This design comes from an exercise in tuning for small area on the open sky130 flow, not from production work. Only simulation tests tie the RTL to the original design; equivalence was not proved. The clock input has no modelled driver; a real chip could not lean on it and would need a root buffer or a full tree. No activity file was given, so power comes from the tool's default toggle rates.

==> inputs of v5 <==
==> flow/design.v <==
`timescale 1ns / 1ps
module riscv8bit(
	output wire [7:0] data_from_ram,
	output wire mem_read_from_idandex,
	output wire mem_write_from_idandex,
	output wire [7:0] alu_result_from_idandex,
	output wire [7:0] write_data_to_memory,
	input wire [7:0] ram_data,
	output wire [7:0] pc_increment_address,
	input wire [15:0] instruction_input,
	input wire rst,
	input wire rst_registerfile,
	input wire clk
);
assign data_from_ram = ram_data;
reg [7:0] pc;
always @(posedge clk)
	pc <= rst ? 8'd0 : pc + 8'd1;
assign pc_increment_address = pc;
reg [7:0] s1_p, s1_a_n;  reg s1_c1, s1_ar;  reg [2:0] s1_rd;  reg s1_we, s1_m;
reg [7:0] s2_res_n, s2_a_n;  reg [2:0] s2_rd;  reg s2_we, s2_m;
reg       s2_v;
reg [7:0] s3_res, s3_a;  reg [2:0] s3_rd;  reg s3_we, s3_m;
wire s3_mr = s3_we & s3_m;
wire s3_mw = ~s3_we & s3_m;
reg [63:0] rf;
wire [7:0] wdata = s3_m ? ram_data : s3_res;
wire       wen   = s3_we & ~rst;
genvar gi;
generate
	for (gi = 0; gi < 8; gi = gi + 1) begin : g_rf
		wire sel  = wen & (s3_rd == gi);
		wire hold = ~sel & ~rst_registerfile;
		always @(posedge clk)
			rf[gi*8 +: 8] <= ({8{sel}} & wdata) | ({8{hold}} & rf[gi*8 +: 8]);
	end
endgenerate
wire [4:0] op = {instruction_input[15:14] & {2{~rst}}, instruction_input[13:11]};
wire [2:0] ra = instruction_input[10:8] & {3{~rst}};
wire [2:0] rb = instruction_input[7:5];
wire [7:0] k  = instruction_input[7:0];
reg [7:0] ra_q, rb_q;
integer i;
always @(*) begin
	ra_q = 8'd0;
	rb_q = 8'd0;
	for (i = 0; i < 8; i = i + 1) begin
		ra_q = ra_q | ({8{ra == i}} & rf[i*8 +: 8]);
		rb_q = rb_q | ({8{rb == i}} & rf[i*8 +: 8]);
	end
end
wire [7:0] a = ra_q & {8{~rst_registerfile}};
wire [7:0] b = op[4] ? (rb_q & {8{~rst_registerfile}}) : k;
wire is_i  = ~op[4] &  op[3];
wire is_r2 =  op[4] & ~op[3];
wire is_r1 =  op[4] &  op[3];
wire is_ir = is_i | is_r2;
wire f_arith = is_ir & (op[2:1] == 2'b00);
wire f_and   = is_ir & (op[2:0] == 3'b010);
wire f_or    = is_ir & (op[2:0] == 3'b011);
wire f_xor   = is_r2 & (op[2:0] == 3'b110);
wire f_b     = is_i  & op[2] & ~(op[1] & op[0]);
wire f_not   = is_r1 & (op[2:0] == 3'b100);
wire f_shl   = is_r1 & (op[2:0] == 3'b101);
wire f_shr   = is_r1 & (op[2:0] == 3'b110);
wire sub     = f_arith & op[0];
wire l0 = sub | f_not;                         
wire l1 = (f_arith & ~sub) | f_or | f_xor | f_b | f_not;  
wire l2 = (f_arith & ~sub) | f_or | f_xor;     
wire l3 = sub | f_and | f_or | f_b;            
wire [7:0] p;
genvar gk;
generate
	for (gk = 0; gk < 8; gk = gk + 1) begin : g_alu
		assign p[gk] = a[gk] ? (b[gk] ? l3 : l2) : (b[gk] ? l1 : l0);
	end
endgenerate
wire [7:0] pp = p | ({8{f_shl}} & {a[6:0], 1'b0})
                  | ({8{f_shr}} & {1'b0, a[7:1]});
wire       c1 = p[0] ? sub : (a[0] & f_arith);
wire [7:0] s1_a = ~s1_a_n;
wire [8:1] c;
assign c[1] = s1_c1;
generate
	for (gk = 1; gk < 8; gk = gk + 1) begin : g_carry
		assign c[gk+1] = s1_p[gk] ? c[gk] : (s1_a[gk] & s1_ar);
	end
endgenerate
wire [7:0] res = {s1_p[7:1] ^ c[7:1], s1_p[0]};
wire c_m  = is_i & op[2] & (op[1] ^ op[0]);    
wire c_we = (op[4] | op[3]) & ~(is_i & (op[2:0] == 3'b110));
always @(posedge clk) begin
	s1_p <= {pp[7:1], pp[0] ^ sub};  s1_c1 <= c1;  s1_ar <= f_arith;
	s1_a_n <= ~a;  s1_rd <= ra;
	s1_we  <= c_we; s1_m <= c_m;
	s2_res_n <= ~res; s2_a_n <= s1_a_n; s2_rd <= s1_rd;
	s2_we  <= s1_we;  s2_m <= s1_m;
	s2_v   <= ~rst;
	s3_rd  <= s2_rd;
	if (rst | ~s2_v) begin
		s3_res <= 8'd0; s3_a <= 8'd0;
		s3_we  <= 1'b0; s3_m <= 1'b0;
	end else begin
		s3_res <= ~s2_res_n; s3_a <= ~s2_a_n;
		s3_we  <= s2_we;  s3_m <= s2_m;
	end
end
assign alu_result_from_idandex = s3_res;
assign mem_read_from_idandex   = s3_mr;
assign mem_write_from_idandex  = s3_mw;
assign write_data_to_memory    = s3_a;
endmodule
==> flow/flow/run.sh <==
#!/bin/bash
# Own layout flow: the standard ORFS flow with these changes.
#  2. Port buffers are the smallest buffer (buf_1) instead of the default.
#  4. Buffers that synthesis put on pass-through wires are removed at
#     floorplan (REMOVE_ABC_BUFFERS); port buffering adds the port buffers.
# Every tool's full output goes to orfs/logs (ORFS's own per-step logs) and
# to make.log / def.log in this folder.
set -euo pipefail
W=$(pwd)
F=$W/flow

{
  echo 'proc abc {args} {'
  echo '  set i [lsearch $args -script]'
  echo "  if {\$i >= 0} { lset args [expr {\$i+1}] $F/area.abc }"
  echo '  yosys abc {*}$args'
  echo '}'
  cat "$W/synth_recipe.tcl"
} > "$W/own_synth.tcl"

export REMOVE_ABC_BUFFERS=1
export BUFFER_PORTS_ARGS="-buffer_cell sky130_fd_sc_hd__buf_1"
export POST_CTS_TCL="$F/post_cts.tcl"
export CTS_ARGS="-sink_clustering_enable -repair_clock_nets -dont_use_dummy_load -buf_list {sky130_fd_sc_hd__clkbuf_4}"

make -C "$FLOW_HOME" DESIGN_CONFIG="$W/config.mk" WORK_HOME="$W/orfs" CLKGATE_MAP_FILE= \
  SYNTH_SCRIPT="$W/own_synth.tcl" finish > "$W/make.log" 2>&1

R=$W/orfs/results/sky130hd/riscv8bit/base
: # left out here: write the final layout as DEF
==> flow/flow/area.abc <==
strash
dc2
&get -n
&st
&dch -f
&nf -R 1000
&put
==> flow/flow/post_cts.tcl <==
set target [expr {[info exists ::env(MY_CLK_SLEW_TARGET)] ? $::env(MY_CLK_SLEW_TARGET) : 0.105}]
set_propagated_clock [all_clocks]
estimate_parasitics -placement
set changed 0
foreach inst [get_cells clkbuf_*] {
  set cell [get_name [get_lib_cells -of_objects $inst]]
  set bigger [dict create sky130_fd_sc_hd__clkbuf_1 sky130_fd_sc_hd__clkbuf_2 sky130_fd_sc_hd__clkbuf_2 sky130_fd_sc_hd__clkbuf_4 sky130_fd_sc_hd__clkbuf_4 sky130_fd_sc_hd__clkbuf_8 sky130_fd_sc_hd__clkbuf_8 sky130_fd_sc_hd__clkbuf_16]
  if {![dict exists $bigger $cell]} { continue }
  set worst 0
  foreach out [get_pins -of_objects $inst -filter "direction==output"] {
    foreach p [get_pins -of_objects [get_nets -of_objects $out] -filter "direction==input"] {
      set s [get_property $p slew_max]
      if {$s > $worst} { set worst $s }
    }
  }
  if {$worst > $target} {
    puts "clock buffer [get_name $inst]: load slew $worst > $target, $cell -> [dict get $bigger $cell]"
    replace_cell $inst [dict get $bigger $cell]
    incr changed
  }
}
if {$changed > 0} {
  detailed_placement
  estimate_parasitics -placement
}
==> flow/standard.sh <==
#!/bin/bash
# synth_recipe.tcl (not shown) runs the flow's synth.tcl, then flattens the netlist and writes it again
# the make line also repeats each setting of config.mk as NAME=value (left out here)
make -C /OpenROAD-flow-scripts/flow DESIGN_CONFIG=/design/flow/config.mk WORK_HOME=/design/flow/orfs CLKGATE_MAP_FILE= SYNTH_SCRIPT=/design/flow/synth_recipe.tcl "${@:-finish}"
==> flow/config.mk <==
export PLATFORM = sky130hd
export DESIGN_NAME = riscv8bit
export DESIGN_NICKNAME = riscv8bit
export VERILOG_FILES = /design/flow/design.v
export SDC_FILE = /design/flow/constraint.sdc
export NUM_CORES = 4
export LEC_CHECK = 0
export ABC_AREA = 1
export CAP_MARGIN = 20
export CORE_MARGIN = 2
export CORE_UTILIZATION = 65
export GPL_TIMING_DRIVEN = 0
export SLEW_MARGIN = 20
==> flow/constraint.sdc <==
create_clock -name core_clock -period 5.0 [get_ports {clk}]
set_input_delay 1.0000 -clock core_clock [delete_from_list [all_inputs] [get_ports {clk}]]
set_output_delay 1.0000 -clock core_clock [all_outputs]
set_load 0.01 [all_outputs]
==> v14 (differences from v5) <==
--- a/flow/design.v
+++ b/flow/design.v
@@ -41,14 +41,13 @@
 wire [7:0] k  = instruction_input[7:0];
-reg [7:0] ra_q, rb_q;
-integer i;
-always @(*) begin
-	ra_q = 8'd0;
-	rb_q = 8'd0;
-	for (i = 0; i < 8; i = i + 1) begin
-		ra_q = ra_q | ({8{ra == i}} & rf[i*8 +: 8]);
-		rb_q = rb_q | ({8{rb == i}} & rf[i*8 +: 8]);
+wire [7:0] sa, sb;
+genvar gs;
+generate
+	for (gs = 0; gs < 8; gs = gs + 1) begin : g_sel
+		assign sa[gs] = (ra == gs) & ~rst_registerfile;
+		assign sb[gs] = (rb == gs) & ~rst_registerfile & op[4];
 	end
-end
-wire [7:0] a = ra_q & {8{~rst_registerfile}};
-wire [7:0] b = op[4] ? (rb_q & {8{~rst_registerfile}}) : k;
+endgenerate
+wire [7:0] a, b;
+rf_sel_a u_sel_a(.rf(rf), .s(sa), .y(a));
+rf_sel u_sel_b(.rf(rf), .s(sb), .ks(~op[4]), .k(k), .y(b));
 wire is_i  = ~op[4] &  op[3];
@@ -112 +111,27 @@
 endmodule
+module rf_sel(
+	input wire [63:0] rf,
+	input wire [7:0] s,
+	input wire ks,
+	input wire [7:0] k,
+	output reg [7:0] y
+);
+integer i;
+always @(*) begin
+	y = {8{ks}} & k;
+	for (i = 0; i < 8; i = i + 1)
+		y = y | ({8{s[i]}} & rf[i*8 +: 8]);
+end
+endmodule
+module rf_sel_a(
+	input wire [63:0] rf,
+	input wire [7:0] s,
+	output reg [7:0] y
+);
+integer i;
+always @(*) begin
+	y = 8'd0;
+	for (i = 0; i < 8; i = i + 1)
+		y = y | ({8{s[i]}} & rf[i*8 +: 8]);
+end
+endmodule
--- a/flow/flow/run.sh
+++ b/flow/flow/run.sh
@@ -20,4 +20,8 @@
 
+export ADDER_MAP_FILE=
 export REMOVE_ABC_BUFFERS=1
 export BUFFER_PORTS_ARGS="-buffer_cell sky130_fd_sc_hd__buf_1"
+export PRE_CTS_TCL="$F/pre_cts.tcl"
+export MY_CLKLEAVES=8 MY_CLKROOTS=1
+export MY_CLKBUF=sky130_fd_sc_hd__clkbuf_8 MY_CLKROOTBUF=sky130_fd_sc_hd__clkbuf_8
 export POST_CTS_TCL="$F/post_cts.tcl"
--- a/flow/flow/post_cts.tcl
+++ b/flow/flow/post_cts.tcl
@@ -1,2 +1,3 @@
-set target [expr {[info exists ::env(MY_CLK_SLEW_TARGET)] ? $::env(MY_CLK_SLEW_TARGET) : 0.105}]
+set target [expr {[info exists ::env(MY_CLK_SLEW_TARGET)] ? $::env(MY_CLK_SLEW_TARGET) : 0.115}]
+set root_target [expr {[info exists ::env(MY_CLK_ROOT_SLEW_TARGET)] ? $::env(MY_CLK_ROOT_SLEW_TARGET) : 0.300}]
 set_propagated_clock [all_clocks]
@@ -9,4 +10,6 @@
   set worst 0
+  set limit $target
   foreach out [get_pins -of_objects $inst -filter "direction==output"] {
     foreach p [get_pins -of_objects [get_nets -of_objects $out] -filter "direction==input"] {
+      if {[get_property $p lib_pin_name] != "CLK"} { set limit $root_target }
       set s [get_property $p slew_max]
@@ -15,4 +18,4 @@
   }
-  if {$worst > $target} {
-    puts "clock buffer [get_name $inst]: load slew $worst > $target, $cell -> [dict get $bigger $cell]"
+  if {$worst > $limit} {
+    puts "clock buffer [get_name $inst]: load slew $worst > $limit, $cell -> [dict get $bigger $cell]"
     replace_cell $inst [dict get $bigger $cell]
==> flow/flow/pre_cts.tcl (new file) <==
proc mcts_env {name default} {
  if {[info exists ::env($name)]} { return $::env($name) }
  return $default
}
set mcts_leaf_cell [mcts_env MY_CLKBUF sky130_fd_sc_hd__clkbuf_4]
set mcts_root_cell [mcts_env MY_CLKROOTBUF sky130_fd_sc_hd__clkbuf_4]
set mcts_leaves [mcts_env MY_CLKLEAVES 8]
set mcts_roots [mcts_env MY_CLKROOTS 2]

set block [ord::get_db_block]
set clknet [$block findNet clk]
set sinks {}
foreach it [$clknet getITerms] {
  set bb [[$it getInst] getBBox]
  lappend sinks [list $it [expr {([$bb xMin] + [$bb xMax]) / 2}] [expr {([$bb yMin] + [$bb yMax]) / 2}]]
}
proc mcts_halves {lst axis} {
  set s [lsort -integer -index [expr {$axis + 1}] $lst]
  set h [expr {[llength $s] / 2}]
  return [list [lrange $s 0 [expr {$h - 1}]] [lrange $s $h end]]
}
set groups [list $sinks]
set axis 1
while {[llength $groups] < $mcts_leaves} {
  set axis [expr {1 - $axis}]
  set ng {}
  foreach g $groups { foreach h [mcts_halves $g $axis] { lappend ng $h } }
  set groups $ng
}
proc mcts_buffer {block master name innet pins} {
  # pins: list of {iterm x y}; returns {x y} of the new buffer
  set buf [odb::dbInst_create $block $master $name]
  set net [odb::dbNet_create $block "${name}_net"]
  $net setSigType CLOCK
  [$buf findITerm A] connect $innet
  [$buf findITerm X] connect $net
  set sx 0; set sy 0
  foreach s $pins {
    set it [lindex $s 0]
    $it disconnect
    $it connect $net
    incr sx [lindex $s 1]; incr sy [lindex $s 2]
  }
  set n [llength $pins]
  set x [expr {$sx / $n}]; set y [expr {$sy / $n}]
  $buf setLocation $x $y
  $buf setPlacementStatus PLACED
  puts "manual clock tree: $name ([$master getName]) drives $n pins"
  return [list [$buf findITerm A] $x $y]
}
set leaf_master [[ord::get_db] findMaster $mcts_leaf_cell]
set root_master [[ord::get_db] findMaster $mcts_root_cell]
set leafpins {}
set i 0
foreach g $groups {
  lappend leafpins [mcts_buffer $block $leaf_master "clkbuf_leaf$i" $clknet $g]
  incr i
}
if {$mcts_roots > 0} {
  set per [expr {[llength $leafpins] / $mcts_roots}]
  for {set r 0} {$r < $mcts_roots} {incr r} {
    mcts_buffer $block $root_master "clkbuf_root$r" $clknet [lrange $leafpins [expr {$r * $per}] [expr {($r + 1) * $per - 1}]]
  }
}
global_connect
rename clock_tree_synthesis mcts_unused_clock_tree_synthesis
proc clock_tree_synthesis {args} { puts "clock_tree_synthesis skipped: manual clock tree in place" }
--- a/flow/config.mk
+++ b/flow/config.mk
@@ -13 +13,3 @@
 export SLEW_MARGIN = 20
+export SYNTH_HIERARCHICAL = 1
+export SYNTH_MINIMUM_KEEP_SIZE = 0
==> v7 (differences from v5) <==
--- a/flow/design.v
+++ b/flow/design.v
@@ -19,3 +19,3 @@
 assign pc_increment_address = pc;
-reg [7:0] s1_p, s1_a_n;  reg s1_c1, s1_ar;  reg [2:0] s1_rd;  reg s1_we, s1_m;
+reg [7:0] s1_res_n, s1_a_n;  reg [2:0] s1_rd;  reg s1_we, s1_m;
 reg [7:0] s2_res_n, s2_a_n;  reg [2:0] s2_rd;  reg s2_we, s2_m;
@@ -70,3 +70,5 @@
 wire l3 = sub | f_and | f_or | f_b;            
+wire [8:0] c;
 wire [7:0] p;
+assign c[0] = sub;
 genvar gk;
@@ -74,17 +76,9 @@
 	for (gk = 0; gk < 8; gk = gk + 1) begin : g_alu
-		assign p[gk] = a[gk] ? (b[gk] ? l3 : l2) : (b[gk] ? l1 : l0);
+		assign p[gk]   = a[gk] ? (b[gk] ? l3 : l2) : (b[gk] ? l1 : l0);
+		assign c[gk+1] = p[gk] ? c[gk] : (a[gk] & f_arith);
 	end
 endgenerate
-wire [7:0] pp = p | ({8{f_shl}} & {a[6:0], 1'b0})
-                  | ({8{f_shr}} & {1'b0, a[7:1]});
-wire       c1 = p[0] ? sub : (a[0] & f_arith);
-wire [7:0] s1_a = ~s1_a_n;
-wire [8:1] c;
-assign c[1] = s1_c1;
-generate
-	for (gk = 1; gk < 8; gk = gk + 1) begin : g_carry
-		assign c[gk+1] = s1_p[gk] ? c[gk] : (s1_a[gk] & s1_ar);
-	end
-endgenerate
-wire [7:0] res = {s1_p[7:1] ^ c[7:1], s1_p[0]};
+wire [7:0] res = (p ^ c[7:0])
+               | ({8{f_shl}} & {a[6:0], 1'b0})
+               | ({8{f_shr}} & {1'b0, a[7:1]});
 wire c_m  = is_i & op[2] & (op[1] ^ op[0]);    
@@ -92,6 +86,5 @@
 always @(posedge clk) begin
-	s1_p <= {pp[7:1], pp[0] ^ sub};  s1_c1 <= c1;  s1_ar <= f_arith;
-	s1_a_n <= ~a;  s1_rd <= ra;
+	s1_res_n <= ~res;  s1_a_n <= ~a;  s1_rd <= ra;
 	s1_we  <= c_we; s1_m <= c_m;
-	s2_res_n <= ~res; s2_a_n <= s1_a_n; s2_rd <= s1_rd;
+	s2_res_n <= s1_res_n; s2_a_n <= s1_a_n; s2_rd <= s1_rd;
 	s2_we  <= s1_we;  s2_m <= s1_m;
==> flow/flow/run.sh (replaced) <==
#!/bin/bash
set -euo pipefail
W=$(pwd)
F=$W/flow

{
  echo 'proc abc {args} {'
  echo '  set i [lsearch $args -script]'
  echo "  if {\$i >= 0} { lset args [expr {\$i+1}] $F/area.abc }"
  echo '  yosys abc {*}$args'
  echo '}'
  cat "$W/synth_recipe.tcl"
} > "$W/own_synth.tcl"

export BUFFER_PORTS_ARGS="-buffer_cell sky130_fd_sc_hd__buf_1"
export CTS_ARGS="-sink_clustering_enable -repair_clock_nets -dont_use_dummy_load -buf_list {sky130_fd_sc_hd__clkbuf_4}"

make -C "$FLOW_HOME" DESIGN_CONFIG="$W/config.mk" WORK_HOME="$W/orfs" CLKGATE_MAP_FILE= \
  SYNTH_SCRIPT="$W/own_synth.tcl" finish > "$W/make.log" 2>&1

R=$W/orfs/results/sky130hd/riscv8bit/base
: # left out here: write the final layout as DEF
==> flow/flow/area.abc (replaced) <==
strash
&get -n
&st
&dch
&nf -R 1000
&put
--- a/flow/config.mk
+++ b/flow/config.mk
@@ -10,3 +10,3 @@
 export CORE_MARGIN = 2
-export CORE_UTILIZATION = 65
+export CORE_UTILIZATION = 40
 export GPL_TIMING_DRIVEN = 0
removed: flow/flow/post_cts.tcl
==> comparison <==
Synthesized cell count: v14 < v5 < v7. Sequential share of layout area, highest first: v14, v5, v7. In v7 the power is lower than in v5, by 2.1%. In v5 the via count is higher than in v7, by about 6%. Of v5 and v7, v7 has the higher critical path depth (gap 11). The highest utilization belongs to v5, the lowest to v7. Global-route usage: v5 > v14 > v7.
The clock cells of v14 come from the design's own scripts or RTL, not from TritonCTS.

## what the ideal ports hide
The flow's constraints put no driver on any port. The routed layouts listed below were extracted and timed again, unchanged, in two steps.
Step 1 sets driving cells, clkbuf_16 on the clock port and buf_2 on the other inputs (assumed; they add their load-dependent delay and slew).
Step 2 also shifts input and output timing later by t, the mid clock arrival at the registers, as if the neighbouring blocks saw the same clock.
Slacks: ideal / step 1 / step 2; pairs: ideal / step 1.
| run | t, ns | setup slack, ns | worst hold slack (ns) | worst setup path at the end |
|---|---|---|---|---|
| v5 | 0.438 | 0.625 / 0.636 / 0.198 | 0.330 / 0.330 / 0.330 | input to register |
| v14 | 0.414 | 0.779 / 0.795 / 0.381 | 0.335 / 0.335 / 0.335 | input to register |
| v7 | 0.570 | 0.388 / 0.404 / -0.166 | 0.319 / 0.319 / 0.319 | input to register |
With both steps, setup timing fails in v7, where it was met with ideal ports. For v7, which loses most, drivers alone change the setup slack by +0.016 ns; drivers and shift together by -0.554 ns.
